From an optimization exercise on the open Yosys and OpenROAD flow, aimed at small area, a short achievable clock period and few clock cycles per item; shortcuts taken in it are not production practice.
At most, simulation tests tie the RTL to the original design; equivalence was not proved.
No functional check of the RTL was part of run 2.
No activity file was given, so power comes from the tool's default toggle rates.

==> config.mk <==
export PLATFORM = sky130hd
export DESIGN_NAME = dut
export DESIGN_NICKNAME = dut
export VERILOG_FILES = /design/flow/design.v
export SDC_FILE = /design/flow/constraint.sdc
export NUM_CORES = 4
export LEC_CHECK = 0
export CAP_MARGIN = 20
export CORE_MARGIN = 2
export CORE_UTILIZATION = 55
export CTS_BUF_LIST = sky130_fd_sc_hd__clkbuf_16
export CTS_CLUSTER_SIZE = 30
export PLACE_DENSITY = 0.75
export SETUP_SLACK_MARGIN = 3.85
export SLEW_MARGIN = 20
==> constraint.sdc <==
create_clock -name core_clock -period 7.5 [get_ports {clk}]
set_input_delay 1.5000 -clock core_clock [delete_from_list [all_inputs] [get_ports {clk}]]
set_output_delay 1.5000 -clock core_clock [all_outputs]
set_load 0.01 [all_outputs]
==> design.v <==
`timescale 1ns/1ps
module dut #(
    parameter int DATAW = 16
)(
    input  wire                 clk,
    input  wire                 rst_n,
    input  wire                 in_valid,
    output wire                 in_ready,
    input  wire signed [DATAW-1:0] in_data,
    output reg                  out_valid,
    input  wire                 out_ready,
    output wire signed [2*DATAW-1:0] out_data
);
    reg         v1;         
    reg  [15:0] a1;         
    wire        en2 = !out_valid || out_ready;    
    wire        en1 = !v1 || en2;                 
    assign in_ready = en1;
    wire        s    = in_data[15];
    wire [15:0] z;    
    assign z[0] = 1'b0;
    genvar gi;
    generate for (gi = 0; gi < 15; gi = gi + 1) begin : g_abs
        assign z[gi+1] = z[gi] | (s & in_data[gi]);
    end endgenerate
    wire [15:0] absx = in_data ^ z;
    always @(posedge clk or negedge rst_n) begin
        if (!rst_n) begin
            v1        <= 1'b0;
            out_valid <= 1'b0;
        end else begin
            if (en1) v1 <= in_valid;
            if (en2) out_valid <= v1;
        end
    end
    always @(posedge clk) begin
        if (in_valid && en1) a1 <= absx;
    end
    wire [14:0] m = a1[14:0];
    wire pp_0_1 = m[0] & m[1];
    wire pp_0_2 = m[0] & m[2];
    wire pp_0_3 = m[0] & m[3];
    wire pp_0_4 = m[0] & m[4];
    wire pp_0_5 = m[0] & m[5];
    wire pp_0_6 = m[0] & m[6];
    wire pp_0_7 = m[0] & m[7];
    wire pp_0_8 = m[0] & m[8];
    wire pp_0_9 = m[0] & m[9];
    wire pp_0_10 = m[0] & m[10];
    wire pp_0_11 = m[0] & m[11];
    wire pp_0_12 = m[0] & m[12];
    wire pp_0_13 = m[0] & m[13];
    wire pp_0_14 = m[0] & m[14];
    wire pp_1_2 = m[1] & m[2];
    wire pp_1_3 = m[1] & m[3];
    wire pp_1_4 = m[1] & m[4];
    wire pp_1_5 = m[1] & m[5];
    wire pp_1_6 = m[1] & m[6];
    wire pp_1_7 = m[1] & m[7];
    wire pp_1_8 = m[1] & m[8];
    wire pp_1_9 = m[1] & m[9];
    wire pp_1_10 = m[1] & m[10];
    wire pp_1_11 = m[1] & m[11];
    wire pp_1_12 = m[1] & m[12];
    wire pp_1_13 = m[1] & m[13];
    wire pp_1_14 = m[1] & m[14];
    wire pp_2_3 = m[2] & m[3];
    wire pp_2_4 = m[2] & m[4];
    wire pp_2_5 = m[2] & m[5];
    wire pp_2_6 = m[2] & m[6];
    wire pp_2_7 = m[2] & m[7];
    wire pp_2_8 = m[2] & m[8];
    wire pp_2_9 = m[2] & m[9];
    wire pp_2_10 = m[2] & m[10];
    wire pp_2_11 = m[2] & m[11];
    wire pp_2_12 = m[2] & m[12];
    wire pp_2_13 = m[2] & m[13];
    wire pp_2_14 = m[2] & m[14];
    wire pp_3_4 = m[3] & m[4];
    wire pp_3_5 = m[3] & m[5];
    wire pp_3_6 = m[3] & m[6];
    wire pp_3_7 = m[3] & m[7];
    wire pp_3_8 = m[3] & m[8];
    wire pp_3_9 = m[3] & m[9];
    wire pp_3_10 = m[3] & m[10];
    wire pp_3_11 = m[3] & m[11];
    wire pp_3_12 = m[3] & m[12];
    wire pp_3_13 = m[3] & m[13];
    wire pp_3_14 = m[3] & m[14];
    wire pp_4_5 = m[4] & m[5];
    wire pp_4_6 = m[4] & m[6];
    wire pp_4_7 = m[4] & m[7];
    wire pp_4_8 = m[4] & m[8];
    wire pp_4_9 = m[4] & m[9];
    wire pp_4_10 = m[4] & m[10];
    wire pp_4_11 = m[4] & m[11];
    wire pp_4_12 = m[4] & m[12];
    wire pp_4_13 = m[4] & m[13];
    wire pp_4_14 = m[4] & m[14];
    wire pp_5_6 = m[5] & m[6];
    wire pp_5_7 = m[5] & m[7];
    wire pp_5_8 = m[5] & m[8];
    wire pp_5_9 = m[5] & m[9];
    wire pp_5_10 = m[5] & m[10];
    wire pp_5_11 = m[5] & m[11];
    wire pp_5_12 = m[5] & m[12];
    wire pp_5_13 = m[5] & m[13];
    wire pp_5_14 = m[5] & m[14];
    wire pp_6_7 = m[6] & m[7];
    wire pp_6_8 = m[6] & m[8];
    wire pp_6_9 = m[6] & m[9];
    wire pp_6_10 = m[6] & m[10];
    wire pp_6_11 = m[6] & m[11];
    wire pp_6_12 = m[6] & m[12];
    wire pp_6_13 = m[6] & m[13];
    wire pp_6_14 = m[6] & m[14];
    wire pp_7_8 = m[7] & m[8];
    wire pp_7_9 = m[7] & m[9];
    wire pp_7_10 = m[7] & m[10];
    wire pp_7_11 = m[7] & m[11];
    wire pp_7_12 = m[7] & m[12];
    wire pp_7_13 = m[7] & m[13];
    wire pp_7_14 = m[7] & m[14];
    wire pp_8_9 = m[8] & m[9];
    wire pp_8_10 = m[8] & m[10];
    wire pp_8_11 = m[8] & m[11];
    wire pp_8_12 = m[8] & m[12];
    wire pp_8_13 = m[8] & m[13];
    wire pp_8_14 = m[8] & m[14];
    wire pp_9_10 = m[9] & m[10];
    wire pp_9_11 = m[9] & m[11];
    wire pp_9_12 = m[9] & m[12];
    wire pp_9_13 = m[9] & m[13];
    wire pp_9_14 = m[9] & m[14];
    wire pp_10_11 = m[10] & m[11];
    wire pp_10_12 = m[10] & m[12];
    wire pp_10_13 = m[10] & m[13];
    wire pp_10_14 = m[10] & m[14];
    wire pp_11_12 = m[11] & m[12];
    wire pp_11_13 = m[11] & m[13];
    wire pp_11_14 = m[11] & m[14];
    wire pp_12_13 = m[12] & m[13];
    wire pp_12_14 = m[12] & m[14];
    wire pp_13_14 = m[13] & m[14];
    wire hs0 = m[6] ^ pp_0_11;
    wire hc0 = m[6] & pp_0_11;
    wire hs1 = pp_0_12 ^ pp_1_11;
    wire hc1 = pp_0_12 & pp_1_11;
    wire fs2 = m[7] ^ pp_0_13 ^ pp_1_12;
    wire fc2 = (m[7] & pp_0_13) | (m[7] & pp_1_12) | (pp_0_13 & pp_1_12);
    wire hs3 = pp_2_11 ^ pp_3_10;
    wire hc3 = pp_2_11 & pp_3_10;
    wire fs4 = pp_0_14 ^ pp_1_13 ^ pp_2_12;
    wire fc4 = (pp_0_14 & pp_1_13) | (pp_0_14 & pp_2_12) | (pp_1_13 & pp_2_12);
    wire hs5 = pp_3_11 ^ pp_4_10;
    wire hc5 = pp_3_11 & pp_4_10;
    wire fs6 = m[8] ^ pp_1_14 ^ pp_2_13;
    wire fc6 = (m[8] & pp_1_14) | (m[8] & pp_2_13) | (pp_1_14 & pp_2_13);
    wire fs7 = pp_3_12 ^ pp_4_11 ^ pp_5_10;
    wire fc7 = (pp_3_12 & pp_4_11) | (pp_3_12 & pp_5_10) | (pp_4_11 & pp_5_10);
    wire fs8 = pp_2_14 ^ pp_3_13 ^ pp_4_12;
    wire fc8 = (pp_2_14 & pp_3_13) | (pp_2_14 & pp_4_12) | (pp_3_13 & pp_4_12);
    wire fs9 = m[9] ^ pp_3_14 ^ pp_4_13;
    wire fc9 = (m[9] & pp_3_14) | (m[9] & pp_4_13) | (pp_3_14 & pp_4_13);
    wire hs10 = m[4] ^ pp_0_7;
    wire hc10 = m[4] & pp_0_7;
    wire hs11 = pp_0_8 ^ pp_1_7;
    wire hc11 = pp_0_8 & pp_1_7;
    wire fs12 = m[5] ^ pp_0_9 ^ pp_1_8;
    wire fc12 = (m[5] & pp_0_9) | (m[5] & pp_1_8) | (pp_0_9 & pp_1_8);
    wire hs13 = pp_2_7 ^ pp_3_6;
    wire hc13 = pp_2_7 & pp_3_6;
    wire fs14 = pp_0_10 ^ pp_1_9 ^ pp_2_8;
    wire fc14 = (pp_0_10 & pp_1_9) | (pp_0_10 & pp_2_8) | (pp_1_9 & pp_2_8);
    wire hs15 = pp_3_7 ^ pp_4_6;
    wire hc15 = pp_3_7 & pp_4_6;
    wire fs16 = pp_1_10 ^ pp_2_9 ^ pp_3_8;
    wire fc16 = (pp_1_10 & pp_2_9) | (pp_1_10 & pp_3_8) | (pp_2_9 & pp_3_8);
    wire fs17 = pp_4_7 ^ pp_5_6 ^ hs0;
    wire fc17 = (pp_4_7 & pp_5_6) | (pp_4_7 & hs0) | (pp_5_6 & hs0);
    wire fs18 = pp_2_10 ^ pp_3_9 ^ pp_4_8;
    wire fc18 = (pp_2_10 & pp_3_9) | (pp_2_10 & pp_4_8) | (pp_3_9 & pp_4_8);
    wire fs19 = pp_5_7 ^ hc0 ^ hs1;
    wire fc19 = (pp_5_7 & hc0) | (pp_5_7 & hs1) | (hc0 & hs1);
    wire fs20 = pp_4_9 ^ pp_5_8 ^ pp_6_7;
    wire fc20 = (pp_4_9 & pp_5_8) | (pp_4_9 & pp_6_7) | (pp_5_8 & pp_6_7);
    wire fs21 = hc1 ^ hs3 ^ fs2;
    wire fc21 = (hc1 & hs3) | (hc1 & fs2) | (hs3 & fs2);
    wire fs22 = pp_5_9 ^ pp_6_8 ^ hc3;
    wire fc22 = (pp_5_9 & pp_6_8) | (pp_5_9 & hc3) | (pp_6_8 & hc3);
    wire fs23 = hs5 ^ fc2 ^ fs4;
    wire fc23 = (hs5 & fc2) | (hs5 & fs4) | (fc2 & fs4);
    wire fs24 = pp_6_9 ^ pp_7_8 ^ hc5;
    wire fc24 = (pp_6_9 & pp_7_8) | (pp_6_9 & hc5) | (pp_7_8 & hc5);
    wire fs25 = fc4 ^ fs6 ^ fs7;
    wire fc25 = (fc4 & fs6) | (fc4 & fs7) | (fs6 & fs7);
    wire fs26 = pp_5_11 ^ pp_6_10 ^ pp_7_9;
    wire fc26 = (pp_5_11 & pp_6_10) | (pp_5_11 & pp_7_9) | (pp_6_10 & pp_7_9);
    wire fs27 = fc6 ^ fc7 ^ fs8;
    wire fc27 = (fc6 & fc7) | (fc6 & fs8) | (fc7 & fs8);
    wire fs28 = pp_5_12 ^ pp_6_11 ^ pp_7_10;
    wire fc28 = (pp_5_12 & pp_6_11) | (pp_5_12 & pp_7_10) | (pp_6_11 & pp_7_10);
    wire fs29 = pp_8_9 ^ fc8 ^ fs9;
    wire fc29 = (pp_8_9 & fc8) | (pp_8_9 & fs9) | (fc8 & fs9);
    wire fs30 = pp_4_14 ^ pp_5_13 ^ pp_6_12;
    wire fc30 = (pp_4_14 & pp_5_13) | (pp_4_14 & pp_6_12) | (pp_5_13 & pp_6_12);
    wire fs31 = pp_7_11 ^ pp_8_10 ^ fc9;
    wire fc31 = (pp_7_11 & pp_8_10) | (pp_7_11 & fc9) | (pp_8_10 & fc9);
    wire fs32 = m[10] ^ pp_5_14 ^ pp_6_13;
    wire fc32 = (m[10] & pp_5_14) | (m[10] & pp_6_13) | (pp_5_14 & pp_6_13);
    wire fs33 = pp_7_12 ^ pp_8_11 ^ pp_9_10;
    wire fc33 = (pp_7_12 & pp_8_11) | (pp_7_12 & pp_9_10) | (pp_8_11 & pp_9_10);
    wire fs34 = pp_6_14 ^ pp_7_13 ^ pp_8_12;
    wire fc34 = (pp_6_14 & pp_7_13) | (pp_6_14 & pp_8_12) | (pp_7_13 & pp_8_12);
    wire fs35 = m[11] ^ pp_10_11 ^ pp_7_14;
    wire fc35 = (m[11] & pp_10_11) | (m[11] & pp_7_14) | (pp_10_11 & pp_7_14);
    wire hs36 = m[3] ^ pp_0_5;
    wire hc36 = m[3] & pp_0_5;
    wire hs37 = pp_0_6 ^ pp_1_5;
    wire hc37 = pp_0_6 & pp_1_5;
    wire fs38 = pp_1_6 ^ pp_2_5 ^ pp_3_4;
    wire fc38 = (pp_1_6 & pp_2_5) | (pp_1_6 & pp_3_4) | (pp_2_5 & pp_3_4);
    wire fs39 = pp_2_6 ^ pp_3_5 ^ hc10;
    wire fc39 = (pp_2_6 & pp_3_5) | (pp_2_6 & hc10) | (pp_3_5 & hc10);
    wire fs40 = pp_4_5 ^ hc11 ^ hs13;
    wire fc40 = (pp_4_5 & hc11) | (pp_4_5 & hs13) | (hc11 & hs13);
    wire fs41 = hc13 ^ hs15 ^ fc12;
    wire fc41 = (hc13 & hs15) | (hc13 & fc12) | (hs15 & fc12);
    wire fs42 = hc15 ^ fc14 ^ fs16;
    wire fc42 = (hc15 & fc14) | (hc15 & fs16) | (fc14 & fs16);
    wire fs43 = fc16 ^ fs18 ^ fc17;
    wire fc43 = (fc16 & fs18) | (fc16 & fc17) | (fs18 & fc17);
    wire fs44 = fc18 ^ fs20 ^ fc19;
    wire fc44 = (fc18 & fs20) | (fc18 & fc19) | (fs20 & fc19);
    wire fs45 = fc20 ^ fs22 ^ fc21;
    wire fc45 = (fc20 & fs22) | (fc20 & fc21) | (fs22 & fc21);
    wire fs46 = fc22 ^ fs24 ^ fc23;
    wire fc46 = (fc22 & fs24) | (fc22 & fc23) | (fs24 & fc23);
    wire fs47 = fs26 ^ fc24 ^ fc25;
    wire fc47 = (fs26 & fc24) | (fs26 & fc25) | (fc24 & fc25);
    wire fs48 = fc26 ^ fs28 ^ fc27;
    wire fc48 = (fc26 & fs28) | (fc26 & fc27) | (fs28 & fc27);
    wire fs49 = fc28 ^ fs30 ^ fc29;
    wire fc49 = (fc28 & fs30) | (fc28 & fc29) | (fs30 & fc29);
    wire fs50 = fc30 ^ fs32 ^ fs33;
    wire fc50 = (fc30 & fs32) | (fc30 & fs33) | (fs32 & fs33);
    wire fs51 = pp_9_11 ^ fc32 ^ fc33;
    wire fc51 = (pp_9_11 & fc32) | (pp_9_11 & fc33) | (fc32 & fc33);
    wire fs52 = pp_8_13 ^ pp_9_12 ^ fc34;
    wire fc52 = (pp_8_13 & pp_9_12) | (pp_8_13 & fc34) | (pp_9_12 & fc34);
    wire fs53 = pp_10_12 ^ pp_8_14 ^ pp_9_13;
    wire fc53 = (pp_10_12 & pp_8_14) | (pp_10_12 & pp_9_13) | (pp_8_14 & pp_9_13);
    wire fs54 = m[12] ^ pp_10_13 ^ pp_11_12;
    wire fc54 = (m[12] & pp_10_13) | (m[12] & pp_11_12) | (pp_10_13 & pp_11_12);
    wire hs55 = m[2] ^ pp_0_3;
    wire hc55 = m[2] & pp_0_3;
    wire hs56 = pp_0_4 ^ pp_1_3;
    wire hc56 = pp_0_4 & pp_1_3;
    wire fs57 = pp_1_4 ^ pp_2_3 ^ hs36;
    wire fc57 = (pp_1_4 & pp_2_3) | (pp_1_4 & hs36) | (pp_2_3 & hs36);
    wire fs58 = pp_2_4 ^ hc36 ^ hs37;
    wire fc58 = (pp_2_4 & hc36) | (pp_2_4 & hs37) | (hc36 & hs37);
    wire fs59 = hc37 ^ hs10 ^ fs38;
    wire fc59 = (hc37 & hs10) | (hc37 & fs38) | (hs10 & fs38);
    wire fs60 = hs11 ^ fc38 ^ fs39;
    wire fc60 = (hs11 & fc38) | (hs11 & fs39) | (fc38 & fs39);
    wire fs61 = fs12 ^ fc39 ^ fs40;
    wire fc61 = (fs12 & fc39) | (fs12 & fs40) | (fc39 & fs40);
    wire fs62 = fs14 ^ fc40 ^ fs41;
    wire fc62 = (fs14 & fc40) | (fs14 & fs41) | (fc40 & fs41);
    wire fs63 = fs17 ^ fc41 ^ fs42;
    wire fc63 = (fs17 & fc41) | (fs17 & fs42) | (fc41 & fs42);
    wire fs64 = fs19 ^ fc42 ^ fs43;
    wire fc64 = (fs19 & fc42) | (fs19 & fs43) | (fc42 & fs43);
    wire fs65 = fs21 ^ fc43 ^ fs44;
    wire fc65 = (fs21 & fc43) | (fs21 & fs44) | (fc43 & fs44);
    wire fs66 = fs23 ^ fc44 ^ fs45;
    wire fc66 = (fs23 & fc44) | (fs23 & fs45) | (fc44 & fs45);
    wire fs67 = fs25 ^ fc45 ^ fs46;
    wire fc67 = (fs25 & fc45) | (fs25 & fs46) | (fc45 & fs46);
    wire fs68 = fs27 ^ fc46 ^ fs47;
    wire fc68 = (fs27 & fc46) | (fs27 & fs47) | (fc46 & fs47);
    wire fs69 = fs29 ^ fc47 ^ fs48;
    wire fc69 = (fs29 & fc47) | (fs29 & fs48) | (fc47 & fs48);
    wire fs70 = fs31 ^ fc48 ^ fs49;
    wire fc70 = (fs31 & fc48) | (fs31 & fs49) | (fc48 & fs49);
    wire fs71 = fc31 ^ fs50 ^ fc49;
    wire fc71 = (fc31 & fs50) | (fc31 & fc49) | (fs50 & fc49);
    wire fs72 = fs34 ^ fc50 ^ fs51;
    wire fc72 = (fs34 & fc50) | (fs34 & fs51) | (fc50 & fs51);
    wire fs73 = fs35 ^ fc51 ^ fs52;
    wire fc73 = (fs35 & fc51) | (fs35 & fs52) | (fc51 & fs52);
    wire fs74 = fc35 ^ fs53 ^ fc52;
    wire fc74 = (fc35 & fs53) | (fc35 & fc52) | (fs53 & fc52);
    wire fs75 = pp_9_14 ^ fc53 ^ fs54;
    wire fc75 = (pp_9_14 & fc53) | (pp_9_14 & fs54) | (fc53 & fs54);
    wire fs76 = pp_10_14 ^ pp_11_13 ^ fc54;
    wire fc76 = (pp_10_14 & pp_11_13) | (pp_10_14 & fc54) | (pp_11_13 & fc54);
    wire fs77 = m[13] ^ pp_11_14 ^ pp_12_13;
    wire fc77 = (m[13] & pp_11_14) | (m[13] & pp_12_13) | (pp_11_14 & pp_12_13);
    wire [29:0] ra = {1'b0, m[14], pp_12_14, fs77, fc75, fs75, fc73, fc72, fs72, fc70, fc69, fc68, fc67, fc66, fc65, fc64, fc63, fc62, fc61, fc60, fc59, fc58, fc57, hc56, hc55, pp_1_2, pp_0_2, m[1], 1'b0, m[0]};
    wire [29:0] rb = {1'b0, pp_13_14, fc77, fc76, fs76, fc74, fs74, fs73, fc71, fs71, fs70, fs69, fs68, fs67, fs66, fs65, fs64, fs63, fs62, fs61, fs60, fs59, fs58, fs57, hs56, hs55, 1'b0, pp_0_1, 1'b0, 1'b0};
    reg f_r;    
    reg [29:0] s_r;    
    reg [7:0] g_r;    
    wire [8:0] bs0 = {1'b0, ra[7:0]} + {1'b0, rb[7:0]};
    wire [3:0] bs1 = {1'b0, ra[10:8]} + {1'b0, rb[10:8]};
    wire [3:0] bs2 = {1'b0, ra[13:11]} + {1'b0, rb[13:11]};
    wire [3:0] bs3 = {1'b0, ra[16:14]} + {1'b0, rb[16:14]};
    wire [3:0] bs4 = {1'b0, ra[19:17]} + {1'b0, rb[19:17]};
    wire [3:0] bs5 = {1'b0, ra[22:20]} + {1'b0, rb[22:20]};
    wire [3:0] bs6 = {1'b0, ra[25:23]} + {1'b0, rb[25:23]};
    wire [3:0] bs7 = {1'b0, ra[28:26]} + {1'b0, rb[28:26]};
    wire [1:0] bs8 = {1'b0, ra[29:29]} + {1'b0, rb[29:29]};
    always @(posedge clk) begin
        if (v1 && en2) begin
            f_r <= a1[15];
            s_r[7:0] <= bs0[7:0];
            g_r[0] <= bs0[8];
            s_r[10:8] <= bs1[2:0];
            g_r[1] <= bs1[3];
            s_r[13:11] <= bs2[2:0];
            g_r[2] <= bs2[3];
            s_r[16:14] <= bs3[2:0];
            g_r[3] <= bs3[3];
            s_r[19:17] <= bs4[2:0];
            g_r[4] <= bs4[3];
            s_r[22:20] <= bs5[2:0];
            g_r[5] <= bs5[3];
            s_r[25:23] <= bs6[2:0];
            g_r[6] <= bs6[3];
            s_r[28:26] <= bs7[2:0];
            g_r[7] <= bs7[3];
            s_r[29:29] <= bs8[0:0];
        end
    end
    wire bp1 = &s_r[10:8];
    wire bp2 = &s_r[13:11];
    wire bp3 = &s_r[16:14];
    wire bp4 = &s_r[19:17];
    wire bp5 = &s_r[22:20];
    wire bp6 = &s_r[25:23];
    wire bp7 = &s_r[28:26];
    wire pg0 = g_r[1] | (bp1 & g_r[0]);
    wire pg1 = g_r[3] | (bp3 & g_r[2]);
    wire pp1 = bp3 & bp2;
    wire pg2 = g_r[2] | (bp2 & pg0);
    wire pg3 = pg1 | (pp1 & pg0);
    wire pg4 = g_r[5] | (bp5 & g_r[4]);
    wire pp4 = bp5 & bp4;
    wire pg5 = g_r[7] | (bp7 & g_r[6]);
    wire pp5 = bp7 & bp6;
    wire pg6 = g_r[6] | (bp6 & pg4);
    wire pp6 = bp6 & pp4;
    wire pg7 = pg5 | (pp5 & pg4);
    wire pp7 = pp5 & pp4;
    wire pg8 = g_r[4] | (bp4 & pg3);
    wire pg9 = pg4 | (pp4 & pg3);
    wire pg10 = pg6 | (pp6 & pg3);
    wire pg11 = pg7 | (pp7 & pg3);
    wire [29:0] sq;
    assign sq[7:0] = s_r[7:0];
    assign sq[8] = s_r[8] ^ (g_r[0]);
    assign sq[9] = s_r[9] ^ (g_r[0] & s_r[8]);
    assign sq[10] = s_r[10] ^ (g_r[0] & s_r[8] & s_r[9]);
    assign sq[11] = s_r[11] ^ (pg0);
    assign sq[12] = s_r[12] ^ (pg0 & s_r[11]);
    assign sq[13] = s_r[13] ^ (pg0 & s_r[11] & s_r[12]);
    assign sq[14] = s_r[14] ^ (pg2);
    assign sq[15] = s_r[15] ^ (pg2 & s_r[14]);
    assign sq[16] = s_r[16] ^ (pg2 & s_r[14] & s_r[15]);
    assign sq[17] = s_r[17] ^ (pg3);
    assign sq[18] = s_r[18] ^ (pg3 & s_r[17]);
    assign sq[19] = s_r[19] ^ (pg3 & s_r[17] & s_r[18]);
    assign sq[20] = s_r[20] ^ (pg8);
    assign sq[21] = s_r[21] ^ (pg8 & s_r[20]);
    assign sq[22] = s_r[22] ^ (pg8 & s_r[20] & s_r[21]);
    assign sq[23] = s_r[23] ^ (pg9);
    assign sq[24] = s_r[24] ^ (pg9 & s_r[23]);
    assign sq[25] = s_r[25] ^ (pg9 & s_r[23] & s_r[24]);
    assign sq[26] = s_r[26] ^ (pg10);
    assign sq[27] = s_r[27] ^ (pg10 & s_r[26]);
    assign sq[28] = s_r[28] ^ (pg10 & s_r[26] & s_r[27]);
    assign sq[29] = s_r[29] ^ (pg11);
    assign out_data = {1'b0, f_r, sq[29:2], 1'b0, sq[0]};
endmodule
==> flow/run.sh <==
#!/bin/bash
# Own layout flow: the standard ORFS flow (standard.sh) with two changes.
#  1. After the standard synthesis, flow/polarity.py chooses the polarity of
#     each full adder (self-dual), half adder and simple gate so that the
#     inverters Yosys's extract_fa leaves around full adders go away (see its
#     header).  Registers, ports and the function are unchanged.
#  2. The port buffers that buffer_ports inserts are sky130_fd_sc_hd__buf_1
#     instead of its default (the slow clkdlybuf4s50_1 delay buffer).
# Each step writes its full output to a log file in this folder.
set -euo pipefail
RES=$PWD/orfs/results/${FLOW_PLATFORM}/dut/base
bash standard.sh synth > standard_synth.log 2>&1
cp $RES/1_2_yosys.v synth_standard.v
python3 flow/polarity.py $FLOW_HOME/platforms/sky130hd/lib/sky130_fd_sc_hd__tt_025C_1v80.lib \
    synth_standard.v $RES/1_2_yosys.v > polarity.log 2>&1
rm -f $RES/1_synth.odb $RES/1_synth.sdc
export BUFFER_PORTS_ARGS="-buffer_cell sky130_fd_sc_hd__buf_1"
bash standard.sh finish > standard_finish.log 2>&1
==> flow/polarity.py <==
#!/usr/bin/env python3
"""Polarity clean-up of a flat Yosys gate netlist (sky130hd).

Yosys's extract_fa often wraps full adders in inverters on every input and
output (a full adder is self-dual: FA(~a,~b,~c) = ~FA(a,b,c)).  This script
chooses, for every full adder / majority cell, whether to use it in true or
complemented form; for every simple gate whether to use it or its complement
(and2 <-> nand2, o21a <-> o21ai, ...); and for every half adder whether to
feed it complemented inputs, in which case it becomes xor2 + nor2
(a ^ b = ~a ^ ~b, a & b = ~(~a | ~b)).  The choice minimises the inverters
the netlist needs plus the cell area (simulated annealing, then greedy).
Every signal keeps its function; registers, ports and their nets are
untouched.

usage: polarity.py LIBERTY IN.v OUT.v
"""
import re, sys, random

lib, src, dst = sys.argv[1:4]

# ---- cell areas from the liberty
areas = {}
for m in re.finditer(r'cell\s*\(\s*"?(sky130_fd_sc_hd__\w+)"?\s*\)\s*\{', open(lib).read()):
    pass
libtxt = open(lib).read()
for m in re.finditer(r'cell\s*\(\s*"?(sky130_fd_sc_hd__\w+)"?\s*\)\s*\{(.*?)\barea\s*:\s*([\d.]+)', libtxt, re.S):
    areas[m.group(1)] = float(m.group(3))

P = 'sky130_fd_sc_hd__'
HASPLIT = True
OUTPINS = {'X', 'Y', 'Q', 'Q_N', 'SUM', 'COUT', 'HI', 'LO'}
SELFDUAL = {'fa': ['A', 'B', 'CIN'], 'maj3': ['A', 'B', 'C']}
PAIRS = [('and2', 'nand2'), ('and3', 'nand3'), ('and4', 'nand4'), ('or2', 'nor2'),
         ('or3', 'nor3'), ('or4', 'nor4'), ('xor2', 'xnor2'), ('xor3', 'xnor3'),
         ('and2b', 'nand2b'), ('or2b', 'nor2b'), ('and3b', 'nand3b'), ('or3b', 'nor3b'),
         ('and4b', 'nand4b'), ('or4b', 'nor4b'), ('and4bb', 'nand4bb'), ('or4bb', 'nor4bb'),
         ('a21o', 'a21oi'), ('o21a', 'o21ai'), ('a211o', 'a211oi'), ('o211a', 'o211ai'),
         ('a22o', 'a22oi'), ('o22a', 'o22ai'), ('a31o', 'a31oi'), ('o31a', 'o31ai'),
         ('a32o', 'a32oi'), ('o32a', 'o32ai'), ('a41o', 'a41oi'), ('o41a', 'o41ai'),
         ('a221o', 'a221oi'), ('o221a', 'o221ai'), ('a311o', 'a311oi'), ('o311a', 'o311ai'),
         ('a2111o', 'a2111oi'), ('o2111a', 'o2111ai'), ('a21bo', 'a21boi'), ('o21ba', 'o21bai'),
         ('a2bb2o', 'a2bb2oi'), ('o2bb2a', 'o2bb2ai'), ('mux2', 'mux2i')]
COMP = {}
for a, b in PAIRS:
    COMP[a] = b; COMP[b] = a

def base_drive(t):
    m = re.fullmatch(P + r'(\w+?)_(\d+)', t)
    return (m.group(1), m.group(2)) if m else (None, None)

def complement(t):
    b, d = base_drive(t)
    if b not in COMP:
        return None
    c = COMP[b]
    if P + c + '_' + d in areas:
        return P + c + '_' + d
    # nearest available drive
    opts = sorted((int(re.search(r'_(\d+)$', n).group(1)), n) for n in areas
                  if re.fullmatch(P + c + r'_\d+', n))
    for dd, n in opts:
        if dd >= max(1, int(d)):
            return n
    return opts[-1][1] if opts else None

text = open(src).read()
mod = re.search(r'module\s+(\w+)\s*\((.*?)\);(.*)endmodule', text, re.S)
body = mod.group(3)
outports = set()
for m in re.finditer(r'^\s*output\s+(\[(\d+):(\d+)\]\s*)?(\S+?);', body, re.M):
    if m.group(1):
        hi, lo = int(m.group(2)), int(m.group(3))
        for i in range(min(hi, lo), max(hi, lo) + 1):
            outports.add(f'{m.group(4)}[{i}]')
    else:
        outports.add(m.group(4))

cellre = re.compile(r'^\s*(sky130_fd_sc_hd__\w+)\s+(\S+)\s*\((.*?)\);', re.S | re.M)
cells = []
for m in cellre.finditer(body):
    pins = [(p, n.strip()) for p, n in re.findall(r'\.(\w+)\(([^()]*)\)', m.group(3))]
    cells.append({'type': m.group(1), 'name': m.group(2), 'pins': pins, 'span': m.span()})
assert 'assign' not in body, 'netlist has assign statements'

def is_inv(c):
    b, _ = base_drive(c['type'])
    return b in ('inv', 'clkinv')

driver = {}
for i, c in enumerate(cells):
    for p, n in c['pins']:
        if p in OUTPINS:
            driver[n] = (i, p)

# inverters treated as inverters: those whose output is not a port net
invcell = set()
for i, c in enumerate(cells):
    if is_inv(c):
        out = dict(c['pins'])['Y']
        if out not in outports:
            invcell.add(i)

def root(n):
    q = 0
    seen = 0
    while n in driver and driver[n][0] in invcell:
        n = dict(cells[driver[n][0]]['pins'])['A']
        q ^= 1
        seen += 1
        assert seen < 100
    return n, q

# flippable cells
kind = {}
for i, c in enumerate(cells):
    if i in invcell:
        continue
    b, _ = base_drive(c['type'])
    outs = [n for p, n in c['pins'] if p in OUTPINS]
    if any(o in outports for o in outs):
        continue
    if b in SELFDUAL:
        kind[i] = 'sd'
    elif b == 'ha' and HASPLIT:
        kind[i] = 'ha'
    elif complement(c['type']):
        kind[i] = 'gate'

# loads: (cell index, pin, root, parity)
loads = []
for i, c in enumerate(cells):
    if i in invcell:
        continue
    for p, n in c['pins']:
        if p in OUTPINS:
            continue
        r, q = root(n)
        loads.append([i, p, r, q])
# output ports as loads (only if their net is driven through a removable inverter)
for o in outports:
    r, q = root(o)
    if r != o:
        loads.append([-1, o, r, q])

roots_loads = {}
for k, l in enumerate(loads):
    roots_loads.setdefault(l[2], []).append(k)
cell_inroots = {}
for k, l in enumerate(loads):
    if l[0] >= 0:
        cell_inroots.setdefault(l[0], set()).add(l[2])
cell_outroots = {}
for r in roots_loads:
    if r in driver and driver[r][0] not in invcell:
        cell_outroots.setdefault(driver[r][0], set()).add(r)

flip = {i: 0 for i in kind}
INV = areas[P + 'inv_1']

def eff(k):
    i, p, r, q = loads[k]
    e = q
    if i >= 0 and kind.get(i) == 'sd' and p in SELFDUAL[base_drive(cells[i]['type'])[0]]:
        e ^= flip[i]
    if i >= 0 and kind.get(i) == 'ha' and p in ('A', 'B'):
        e ^= flip[i]
    if r in driver:
        d = driver[r][0]
        if d in flip and kind[d] != 'ha':
            e ^= flip[d]
    return e

def root_cost(r):
    return INV if any(eff(k) for k in roots_loads.get(r, [])) else 0.0

def cell_area(i):
    t = cells[i]['type']
    if kind.get(i) == 'ha':
        return (areas[P + 'xor2_1'] + areas[P + 'nor2_1']) if flip[i] else areas[t]
    if kind.get(i) == 'gate' and flip[i]:
        t = complement(t)
    return areas[t]

def affected(i):
    s = set(cell_outroots.get(i, ()))
    if kind[i] == 'sd':
        s |= cell_inroots.get(i, set())
    if kind[i] == 'ha':
        s = set(cell_inroots.get(i, set()))
    return s

def total():
    return sum(root_cost(r) for r in roots_loads) + sum(cell_area(i) for i in kind)

before = total()
rng = random.Random(1)
order = list(kind)

def move_delta(i):
    rs = affected(i)
    c0 = sum(root_cost(r) for r in rs) + cell_area(i)
    flip[i] ^= 1
    c1 = sum(root_cost(r) for r in rs) + cell_area(i)
    flip[i] ^= 1
    return c1 - c0

# simulated annealing over single flips, then greedy descent; keep the best
cur = before
best = cur
best_flip = dict(flip)
steps = 200 * len(order) if order else 0
T0, T1 = 3.0, 0.02
for k in range(steps):
    T = T0 * (T1 / T0) ** (k / max(1, steps - 1))
    i = order[rng.randrange(len(order))]
    d = move_delta(i)
    if d <= 0 or rng.random() < pow(2.718281828, -d / T):
        flip[i] ^= 1
        cur += d
        if cur < best - 1e-9:
            best = cur
            best_flip = dict(flip)
flip.update(best_flip)
improved = True
while improved:
    improved = False
    for i in order:
        if move_delta(i) < -1e-9:
            flip[i] ^= 1
            improved = True
after = total()

# ---- rebuild
def fmt(n):
    return n + ' ' if n.startswith('\\') else n

newwires = []
neg_net = {}
newcells = []
ninv = 0
for r in roots_loads:
    if any(eff(k) for k in roots_loads[r]):
        nm = f'pol_n{ninv}'
        ninv += 1
        neg_net[r] = nm
        newwires.append(nm)
        newcells.append(f'  {P}inv_1 pol_inv{ninv} (\n    .A({fmt(r)}),\n    .Y({nm})\n  );\n')
conn = {}
portfix = []
for k, l in enumerate(loads):
    i, p, r, q = l
    net = neg_net[r] if eff(k) else r
    if i >= 0:
        conn[(i, p)] = net
    else:
        # output port net: drive it with a buffer from the right polarity
        portfix.append((p, net))
for p, net in portfix:
    newcells.append(f'  {P}buf_1 pol_obuf_{len(newcells)} (\n    .A({fmt(net)}),\n    .X({fmt(p)})\n  );\n')

def render(i, c):
    t = c['type']
    if kind.get(i) == 'ha' and flip[i]:
        d = dict(c['pins'])
        a, b = fmt(conn[(i, 'A')]), fmt(conn[(i, 'B')])
        txt = ''
        if 'SUM' in d:
            txt += f'  {P}xor2_1 {c["name"]}_hx (\n    .A({a}),\n    .B({b}),\n    .X({fmt(d["SUM"])})\n  );\n'
        if 'COUT' in d:
            txt += f'  {P}nor2_1 {c["name"]}_hn (\n    .A({a}),\n    .B({b}),\n    .Y({fmt(d["COUT"])})\n  );\n'
        return txt
    if kind.get(i) == 'gate' and flip[i]:
        t = complement(t)
    parts = []
    for p, n in c['pins']:
        if p in OUTPINS:
            if kind.get(i) == 'gate' and flip[i]:
                p = 'Y' if p == 'X' else 'X'
            parts.append(f'    .{p}({fmt(n)})')
        else:
            parts.append(f'    .{p}({fmt(conn[(i, p)])})')
    return f'  {t} {c["name"]} (\n' + ',\n'.join(parts) + '\n  );\n'

out = []
pos = 0
for i, c in enumerate(cells):
    s, e = c['span']
    out.append(body[pos:s])
    if i not in invcell:
        out.append(render(i, c).rstrip('\n').lstrip('\n'))
    pos = e
out.append(body[pos:])
newbody = ''.join(out)
decl = ''.join(f'  wire {w};\n' for w in newwires)
newbody = decl + newbody.rstrip() + '\n' + ''.join(newcells)
res = text[:mod.start(3)] + newbody + '\nendmodule' + text[mod.end():]
open(dst, 'w').write(res)
nflip = sum(flip.values())
print(f'polarity: {len(invcell)} inverters before, {ninv} after; {nflip} cells flipped '
      f'({sum(1 for i in flip if flip[i] and kind[i]=="sd")} self-dual); '
      f'{len(portfix)} port buffers; area of inverters+flippable {before:.1f} -> {after:.1f}')
==> standard.sh <==
#!/bin/bash
# synth_recipe.tcl (not shown) runs the flow's synth.tcl, then flattens the netlist and writes it again
# the make line also repeats each setting of config.mk as NAME=value (left out here)
make -C /OpenROAD-flow-scripts/flow DESIGN_CONFIG=/design/flow/config.mk WORK_HOME=/design/flow/orfs CLKGATE_MAP_FILE= SYNTH_SCRIPT=/design/flow/synth_recipe.tcl "${@:-finish}"
==> impl_metrics.py, run 1 <==
metrics = {
    "status": {
        "status": "no timing/DRC/antenna violations",
    },
    "clock_network": {
        "clock_sinks": 55,
        "h-tree-depth": 2,
        "root_buffer": "clkbuf_16",
        "clockBufferDepth": 2,
        "clk_pin_slew_worst_paths_ps": 70,
        "cts_tree": "yes",
        "ctsHoldBuffers": 0,
        "cts_buffers": 5,
        "clkLatencyLatePin_ps": 290,
    },
    "finish": {
        "drive_above_1_share": 0.109,
        "multiInputGateArea_mm2": 0.00346,
        "antennaDiodeCount": 0,
        "syn_to_final_growth_pct": 12.2,
        "nFillCells": 703,
        "seqCellArea_mm2": 0.00164,
        "nets": 645,
        "final_area_mm2": 0.00589,
    },
    "critical_path": {
        "r2r_start": "a1[12]",
        "crit_path_end_kind": "output pin",
        "worstSetupPathType": "reg2out",
        "cp-start-kind": "register",
        "cp.required_ps": 6000,
        "crit_start": "s_r[22]",
        "critPathMaxFanout": 3,
        "cp_data_arrival_time_ps": 2060,
    },
    "route": {
        "drt_iter0_drc": 255,
        "topRoutingLayerUsed": "met4",
        "num_vias": 3371,
        "dr.pass1.iters": 4,
        "routed_wl_um": 9280,
        "wl_met1_um": 4090,
        "ant_nets": 0,
        "routed-wl-met3_um": 548,
        "wl_met2_um": 4520,
        "drcViolationCount": 0,
        "vias_per_cell": 5.19,
        "drt-wirelength-per-cell_um": 14.3,
    },
    "global_routing": {
        "grt_usage": 0.191,
        "grt_overflow_total": 0,
        "grt_pass1_vias": 3325,
        "grt_max_degree": 29,
        "grt_pass1_wl_um": 15400,
        "antenna_found_initial": 0,
    },
    "placement": {
        "portBuffers": 51,
        "hpwl_um": 6980,
        "gp_congestion": 0.907,
        "dp_slack_ps": 3730,
        "place_area_mm2": 0.00547,
    },
    "synthesis": {
        "syn_inst": 460,
        "syn_area_per_cell_um2": 11.4,
        "yosysWarnings": 1,
        "synth_area_mm2": 0.00525,
    },
    "run": {
        "max_cap_viol_count": 0,
    },
    "sta": {
        "setup_ws_ps": 3940,
        "period_minus_slack_ps": 3560,
        "finalSetupViolations": 0,
        "fin_crit_sh": 0.475,
        "fin_skew_ps": 6.60,
        "rsz0062_at_grt": "yes",
        "timing.slew.headroom": 0.569,
        "finalHoldViolCount": 0,
        "worst_slew_pin_slew_ps": 646,
        "fin_hold_ws_ps": 432,
        "slew_violations": 0,
        "fmax_mhz": 281,
        "finalSetupTns_ps": 0,
    },
    "die": {
        "io_pins": 54,
        "die_area_mm2": 0.0103,
        "dieWidth_um": 102,
        "start_util": 0.568,
        "die_y_um": 102,
        "fp-row-count": 35,
        "core_mm2": 0.00924,
    },
    "power": {
        "p_int_w": 0.00101,
        "finalPower_w": 0.00166,
        "cellLeakagePower_nw": 2.41,
        "p_sw_w": 0.000650,
        "switching_share": 0.392,
        "seq_power_share": 0.323,
        "p_clk_frac": 0.135,
        "combinationalPowerShare": 0.542,
        "peakVddDrop_uv": 121,
        "p_per_area_mw_per_mm2": 282,
    },
    "worst_hold_path": {
        "hold_path.class": "reg2reg",
        "hold_start": "a1[15]",
    },
}
## layout by cell type (no fill, tap or decap), types with 2 or more instances in the layout
| master | instances |
|---|---|
| and2_1 | 41 |
| xnor2_1 | 23 |
| buf_1 | 49 |
| fa_1 | 68 |
| nor2b_1 | 2 |
| xor2_1 | 30 |
| nand3_1 | 4 |
| nand2_2 | 2 |
| buf_4 | 28 |
| ha_1 | 34 |
| inv_1 | 22 |
| clkbuf_16 | 5 |
| a41oi_2 | 2 |
| o21ai_0 | 6 |
| dfrtp_1 | 2 |
| nor2_1 | 19 |
| conb_1 | 2 |
| edfxtp_1 | 53 |
| a21oi_1 | 4 |
| o21bai_1 | 3 |
| a21oi_4 | 2 |
| nand2_1 | 66 |
| o31ai_1 | 3 |
| a21o_1 | 14 |
| or2_1 | 3 |
| nand2b_1 | 7 |
| nor4_2 | 2 |
| fa_2 | 2 |
## routing by layer
metal  track usage  vias to the layer above
met2         0.320                      107
met4        0.0416                        0
met5             0                        -
met1         0.263                     1632
li1              -                     1621
met3        0.0331                       11
## registers in the layout, indices dropped and copies added, names as in the netlist
signal,cells
a1,16
f_r,1
g_r,8
out_valid,1
s_r,28
v1,1
## what timing repair did
action                     in CTS  in global routing
setup endpoints to repair       6                  7
setup buffers                  16                 11
gates resized for setup         2                 18
pin swaps                       0                  7
## final cells by class
type	count	share of cell area
clock inverter	3	0.00212
sequential	55	0.279
multi-input combinational	357	0.588
tap	129	0.0274
timing repair buffer	79	0.0686
inverter	22	0.0140
clock buffer	5	0.0212
## critical path, stage by stage (launching register included)
cell,delay [ps]
edfxtp_1,440
a41oi_2,290
o31ai_4,120
a21oi_4,170
o21bai_1,100
ha_1,190
ha_1,190
xor2_1,120
clkbuf_2,150
## through the flow
stage,std cells,util
final,650,0.637
after global routing,650,0.637
after CTS,639,0.620
after detailed placement,615,0.592
after global placement,615,0.592
after floorplan,461,-
## power by group through the flow
stage	registers (W)	logic, W	clock network, W
after global placement	0.000545	0.000795	0
final	0.000535	0.000898	0.000224
after CTS	0.000533	0.000877	0.000230
after detailed placement	0.000551	0.000843	0
after floorplan	0.000520	0.000671	0
after global routing	0.000545	0.00103	0.000238
## final timing paths
| kind | to | slack (ps) | depth (start not counted) |
|---|---|---|---|
| setup / recovery | out_data[28] | 3940 | 8 |
| hold / removal | f_r | 430 | 0 |
| setup reg to reg | s_r[19] | 3980 | 12 |
| hold reg to reg | f_r | 430 | 0 |
| max in group asynchronous | out_valid | 6410 | 1 |
| min in group asynchronous | v1 | 970 | 1 |
Testbench counts, summed over its fixed seeds: cycles 16,016, items 16,000.
==> inputs of run 2 (changes only) <==
--- a/design.v
+++ b/design.v
@@ -360,27 +360,41 @@
     wire pg11 = pg7 | (pp7 & pg3);
     wire [29:0] sq;
     assign sq[7:0] = s_r[7:0];
-    assign sq[8] = s_r[8] ^ (g_r[0]);
-    assign sq[9] = s_r[9] ^ (g_r[0] & s_r[8]);
-    assign sq[10] = s_r[10] ^ (g_r[0] & s_r[8] & s_r[9]);
-    assign sq[11] = s_r[11] ^ (pg0);
-    assign sq[12] = s_r[12] ^ (pg0 & s_r[11]);
-    assign sq[13] = s_r[13] ^ (pg0 & s_r[11] & s_r[12]);
-    assign sq[14] = s_r[14] ^ (pg2);
-    assign sq[15] = s_r[15] ^ (pg2 & s_r[14]);
-    assign sq[16] = s_r[16] ^ (pg2 & s_r[14] & s_r[15]);
-    assign sq[17] = s_r[17] ^ (pg3);
-    assign sq[18] = s_r[18] ^ (pg3 & s_r[17]);
-    assign sq[19] = s_r[19] ^ (pg3 & s_r[17] & s_r[18]);
-    assign sq[20] = s_r[20] ^ (pg8);
-    assign sq[21] = s_r[21] ^ (pg8 & s_r[20]);
-    assign sq[22] = s_r[22] ^ (pg8 & s_r[20] & s_r[21]);
-    assign sq[23] = s_r[23] ^ (pg9);
-    assign sq[24] = s_r[24] ^ (pg9 & s_r[23]);
-    assign sq[25] = s_r[25] ^ (pg9 & s_r[23] & s_r[24]);
-    assign sq[26] = s_r[26] ^ (pg10);
-    assign sq[27] = s_r[27] ^ (pg10 & s_r[26]);
-    assign sq[28] = s_r[28] ^ (pg10 & s_r[26] & s_r[27]);
-    assign sq[29] = s_r[29] ^ (pg11);
+    assign sq[8] = s_r[8] ^ g_r[0];
+    wire ao9 = &s_r[8:8];
+    assign sq[9] = s_r[9] ^ (g_r[0] & ao9);
+    wire ao10 = &s_r[9:8];
+    assign sq[10] = s_r[10] ^ (g_r[0] & ao10);
+    assign sq[11] = s_r[11] ^ pg0;
+    wire ao12 = &s_r[11:11];
+    assign sq[12] = s_r[12] ^ (pg0 & ao12);
+    wire ao13 = &s_r[12:11];
+    assign sq[13] = s_r[13] ^ (pg0 & ao13);
+    assign sq[14] = s_r[14] ^ pg2;
+    wire ao15 = &s_r[14:14];
+    assign sq[15] = s_r[15] ^ (pg2 & ao15);
+    wire ao16 = &s_r[15:14];
+    assign sq[16] = s_r[16] ^ (pg2 & ao16);
+    assign sq[17] = s_r[17] ^ pg3;
+    wire ao18 = &s_r[17:17];
+    assign sq[18] = s_r[18] ^ (pg3 & ao18);
+    wire ao19 = &s_r[18:17];
+    assign sq[19] = s_r[19] ^ (pg3 & ao19);
+    assign sq[20] = s_r[20] ^ pg8;
+    wire ao21 = &s_r[20:20];
+    assign sq[21] = s_r[21] ^ (pg8 & ao21);
+    wire ao22 = &s_r[21:20];
+    assign sq[22] = s_r[22] ^ (pg8 & ao22);
+    assign sq[23] = s_r[23] ^ pg9;
+    wire ao24 = &s_r[23:23];
+    assign sq[24] = s_r[24] ^ (pg9 & ao24);
+    wire ao25 = &s_r[24:23];
+    assign sq[25] = s_r[25] ^ (pg9 & ao25);
+    assign sq[26] = s_r[26] ^ pg10;
+    wire ao27 = &s_r[26:26];
+    assign sq[27] = s_r[27] ^ (pg10 & ao27);
+    wire ao28 = &s_r[27:26];
+    assign sq[28] = s_r[28] ^ (pg10 & ao28);
+    assign sq[29] = s_r[29] ^ pg11;
     assign out_data = {1'b0, f_r, sq[29:2], 1'b0, sq[0]};
 endmodule
--- a/flow/run.sh
+++ b/flow/run.sh
@@ -1,9 +1,9 @@
 #!/bin/bash
-# Own layout flow: the standard ORFS flow (standard.sh) with two changes.
-#  1. After the standard synthesis, flow/polarity.py chooses the polarity of
-#     each full adder (self-dual), half adder and simple gate so that the
-#     inverters Yosys's extract_fa leaves around full adders go away (see its
-#     header).  Registers, ports and the function are unchanged.
+# Own layout flow: the standard ORFS flow with two changes.
+#  1. After the standard synthesis, flow/polarity.py picks the polarity of
+#     each full adder (self-dual) and simple gate so that the inverters Yosys's
+#     extract_fa leaves around full adders go away.  Registers, ports and the
+#     function are unchanged.
 #  2. The port buffers that buffer_ports inserts are sky130_fd_sc_hd__buf_1
 #     instead of its default (the slow clkdlybuf4s50_1 delay buffer).
 # Each step writes its full output to a log file in this folder.
--- a/flow/polarity.py
+++ b/flow/polarity.py
@@ -4,13 +4,10 @@
 Yosys's extract_fa often wraps full adders in inverters on every input and
 output (a full adder is self-dual: FA(~a,~b,~c) = ~FA(a,b,c)).  This script
 chooses, for every full adder / majority cell, whether to use it in true or
-complemented form; for every simple gate whether to use it or its complement
-(and2 <-> nand2, o21a <-> o21ai, ...); and for every half adder whether to
-feed it complemented inputs, in which case it becomes xor2 + nor2
-(a ^ b = ~a ^ ~b, a & b = ~(~a | ~b)).  The choice minimises the inverters
-the netlist needs plus the cell area (simulated annealing, then greedy).
-Every signal keeps its function; registers, ports and their nets are
-untouched.
+complemented form, and for every simple gate whether to use it or its
+complement (and2 <-> nand2, o21a <-> o21ai, ...), so that the inverters the
+netlist needs, and the cell area, are smallest.  Every signal keeps its
+function; registers, ports and their nets are untouched.
 
 usage: polarity.py LIBERTY IN.v OUT.v
 """
@@ -27,7 +24,6 @@
     areas[m.group(1)] = float(m.group(3))
 
 P = 'sky130_fd_sc_hd__'
-HASPLIT = True
 OUTPINS = {'X', 'Y', 'Q', 'Q_N', 'SUM', 'COUT', 'HI', 'LO'}
 SELFDUAL = {'fa': ['A', 'B', 'CIN'], 'maj3': ['A', 'B', 'C']}
 PAIRS = [('and2', 'nand2'), ('and3', 'nand3'), ('and4', 'nand4'), ('or2', 'nor2'),
@@ -121,8 +117,6 @@
         continue
     if b in SELFDUAL:
         kind[i] = 'sd'
-    elif b == 'ha' and HASPLIT:
-        kind[i] = 'ha'
     elif complement(c['type']):
         kind[i] = 'gate'
 
@@ -162,11 +156,9 @@
     e = q
     if i >= 0 and kind.get(i) == 'sd' and p in SELFDUAL[base_drive(cells[i]['type'])[0]]:
         e ^= flip[i]
-    if i >= 0 and kind.get(i) == 'ha' and p in ('A', 'B'):
-        e ^= flip[i]
     if r in driver:
         d = driver[r][0]
-        if d in flip and kind[d] != 'ha':
+        if d in flip:
             e ^= flip[d]
     return e
 
@@ -175,8 +167,6 @@
 
 def cell_area(i):
     t = cells[i]['type']
-    if kind.get(i) == 'ha':
-        return (areas[P + 'xor2_1'] + areas[P + 'nor2_1']) if flip[i] else areas[t]
     if kind.get(i) == 'gate' and flip[i]:
         t = complement(t)
     return areas[t]
@@ -185,8 +175,6 @@
     s = set(cell_outroots.get(i, ()))
     if kind[i] == 'sd':
         s |= cell_inroots.get(i, set())
-    if kind[i] == 'ha':
-        s = set(cell_inroots.get(i, set()))
     return s
 
 def total():
@@ -260,15 +248,6 @@
 
 def render(i, c):
     t = c['type']
-    if kind.get(i) == 'ha' and flip[i]:
-        d = dict(c['pins'])
-        a, b = fmt(conn[(i, 'A')]), fmt(conn[(i, 'B')])
-        txt = ''
-        if 'SUM' in d:
-            txt += f'  {P}xor2_1 {c["name"]}_hx (\n    .A({a}),\n    .B({b}),\n    .X({fmt(d["SUM"])})\n  );\n'
-        if 'COUT' in d:
-            txt += f'  {P}nor2_1 {c["name"]}_hn (\n    .A({a}),\n    .B({b}),\n    .Y({fmt(d["COUT"])})\n  );\n'
-        return txt
     if kind.get(i) == 'gate' and flip[i]:
         t = complement(t)
     parts = []
--- a/config.mk
+++ b/config.mk
@@ -7,9 +7,9 @@
 export LEC_CHECK = 0
 export CAP_MARGIN = 20
 export CORE_MARGIN = 2
-export CORE_UTILIZATION = 55
+export CORE_UTILIZATION = 65
 export CTS_BUF_LIST = sky130_fd_sc_hd__clkbuf_16
 export CTS_CLUSTER_SIZE = 30
 export PLACE_DENSITY = 0.75
-export SETUP_SLACK_MARGIN = 3.85
+export SETUP_SLACK_MARGIN = 3.75
 export SLEW_MARGIN = 20
==> run 2 against run 1 <==
  * Utilization grew 10 points
  * Area after synthesis grew 3.3%
  * Setup slack lost 110 ps
  * Register-to-register slack lost 150 ps
  * Clock power grew 8.9%
  * Critical endpoint is now s_r[19]
==> impl_metrics.py, run 2 <==
metrics = {
    "status": {
        "status": "no timing/DRC/antenna violations",
    },
    "critical_path": {
        "cp-start-kind": "register",
        "cp_top_family": "adder cells",
        "worst-path-buf-inv": 0,
        "cp_data_arrival_time_ps": 3720,
        "crit_top_cell": "fa_1",
        "crit_path_end_kind": "register",
        "cp.required_ps": 7550,
        "worstSetupPathType": "reg2reg",
        "slowest_delay_ps": 560,
        "crit_start": "a1[2]",
        "path_cells": "and2_1 -> fa_1 -> fa_1 -> fa_1 -> fa_1 -> ha_1 -> fa_1 -> xor2_1",
        "r2r_start": "a1[2]",
        "critPathMaxFanout": 11,
        "slowest_stage": "fa_1",
    },
    "synthesis": {
        "synth_area_mm2": 0.00542,
        "syn_area_per_cell_um2": 11.7,
        "yosysWarnings": 1,
        "syn_inst": 462,
    },
    "sta": {
        "worst_slew_pin_slew_ps": 711,
        "fmax_mhz": 272,
        "fin_skew_ps": 6.34,
        "finalSetupTns_ps": 0,
        "slew_violations": 0,
        "fin_hold_ws_ps": 428,
        "timing.slew.headroom": 0.526,
        "period_minus_slack_ps": 3670,
        "finalSetupViolations": 0,
        "finalHoldViolCount": 0,
        "setup_ws_ps": 3830,
        "rsz0062_at_grt": "yes",
        "fin_crit_sh": 0.489,
    },
    "route": {
        "dr.pass1.iters": 4,
        "drcViolationCount": 0,
        "routed_wl_um": 10000,
        "num_vias": 3493,
        "vias_per_cell": 5.54,
        "drt_iter0_drc": 193,
        "drt-wirelength-per-cell_um": 15.9,
        "ant_nets": 0,
    },
    "die": {
        "dieWidth_um": 95.3,
        "die_y_um": 95.3,
        "start_util": 0.666,
        "core_mm2": 0.00813,
        "fp-row-count": 33,
        "die_area_mm2": 0.00908,
        "io_pins": 54,
    },
    "power": {
        "cellLeakagePower_nw": 2.69,
        "peakVddDrop_uv": 118,
        "finalPower_w": 0.00165,
        "p_per_area_mw_per_mm2": 275,
    },
    "clock_network": {
        "clkLatencyLatePin_ps": 300,
        "h-tree-depth": 2,
        "clk_pin_slew_worst_paths_ps": 80,
        "clockBufferDepth": 2,
        "cts_buffers": 5,
        "clock_sinks": 55,
        "cts_tree": "yes",
        "root_buffer": "clkbuf_16",
    },
    "finish": {
        "drive_above_1_share": 0.0952,
        "regMostFlops": "s_r",
        "final_core_util": 0.739,
        "final_cell_mix": "and2_1 (77), fa_1 (70), edfxtp_1 (53)",
        "largest_reg_flops": 28,
        "nets": 660,
        "antennaDiodeCount": 0,
        "final_common_cell": "and2_1",
        "syn_to_final_growth_pct": 10.9,
        "reg_top3": "s_r (28), a1 (16), g_r (8)",
    },
    "run": {
        "max_cap_viol_count": 0,
    },
    "placement": {
        "dp_slack_ps": 3690,
        "gp_congestion": 0.886,
        "hpwl_um": 7270,
        "portBuffers": 51,
    },
    "global_routing": {
        "grt_pass1_vias": 3557,
        "grt_overflow_total": 0,
        "grt_pass1_wl_um": 16700,
        "grt_usage": 0.242,
        "grt_max_degree": 38,
        "antenna_found_initial": 0,
    },
    "worst_hold_path": {
        "hold_path.class": "reg2reg",
        "hold_start": "a1[15]",
    },
}
run 2: where the power goes:
group | switching [W] | total, W | internal (W)
Sequential | 0.0000735 | 0.000552 | 0.000478
Combinational | 0.000455 | 0.000858 | 0.000403
Clock | 0.000117 | 0.000244 | 0.000127
Total | 0.000645 | 0.00165 | 0.00101
run 2: through the flow:
stage | std cells | area [um2]
floorplan | 463 | 5420
global placement | 592 | 5600
detailed placement | 592 | 5600
CTS | 611 | 5840
global route | 630 | 6010
finish | 630 | 6010
run 2: cell type report:
type                       count  area [um2]
fill                         588        2120
clock inverter                 3        26.3
multi-input combinational    352        3560
tap                          105         131
timing repair buffer          82         424
sequential                    55        1640
clock buffer                   5         125
inverter                      28         105
run 2: per-layer routing:
metal | up-vias | share of wire | wire (um) | GRT usage
li1 | 1644 | - | - | -
met1 | 1732 | 0.43 | 4330 | 0.326
met2 | 105 | 0.51 | 5130 | 0.418
met3 | 12 | 0.044 | 444 | 0.0300
met4 | 0 | 0.012 | 119 | 0.0616
met5 | - | 0 | 0 | 0
run 2: worst paths after layout:
kind / slack [ps] / depth (start not counted) / endpoint
hold reg to reg: 430 / 0 / f_r
setup reg to reg: 3830 / 8 / s_r[19]
hold / removal: 430 / 0 / f_r
setup / recovery: 3830 / 8 / s_r[19]
max in group asynchronous: 6410 / 1 / v1
min in group asynchronous: 970 / 1 / out_valid
run 2: worst register-to-register path, stage by stage (launching register included):
cell,delay (ps)
edfxtp_1,550
and2_1,230
fa_1,460
fa_1,450
fa_1,560
fa_1,410
ha_1,220
fa_1,380
xor2_1,160
run 2: what timing repair did:
item                       4_1_cts  5_1_grt
hold endpoints to repair         0        0
pin swaps                        0        3
hold buffers                     0        0
setup endpoints to repair        5       11
gates resized for setup          1        5
setup buffers                   11       19

-- port drivers added, routing unchanged --
How much do the figures lean on ideal ports? The routed layouts below were timed once more, with nothing changed but the port constraints.
Step 1: set_driving_cell puts a clkbuf_16 on clk and a buf_2 on each other input, an assumption about the parent block.
Step 2 times the ports against the registers' clock, not the clock port: input delays grow and output delays shrink by t, the midpoint of the rising clock arrivals with the driver on.
a / b / c = ideal / step 1 / step 2; a / b = the first two.
| run | t (ns) | slack for setup (ns) | worst hold slack (ns) |
|---|---|---|---|
| run 1 | 0.326 | 3.937 / 3.902 / 3.976 | 0.432 / 0.432 / 0.432 |
| run 2 | 0.329 | 3.830 / 3.823 / 3.772 | 0.428 / 0.428 / 0.428 |
After both steps setup and hold are still met in every run listed. For run 2, which loses most, drivers alone change the setup slack by -0.007 ns; drivers and shift together by -0.058 ns.
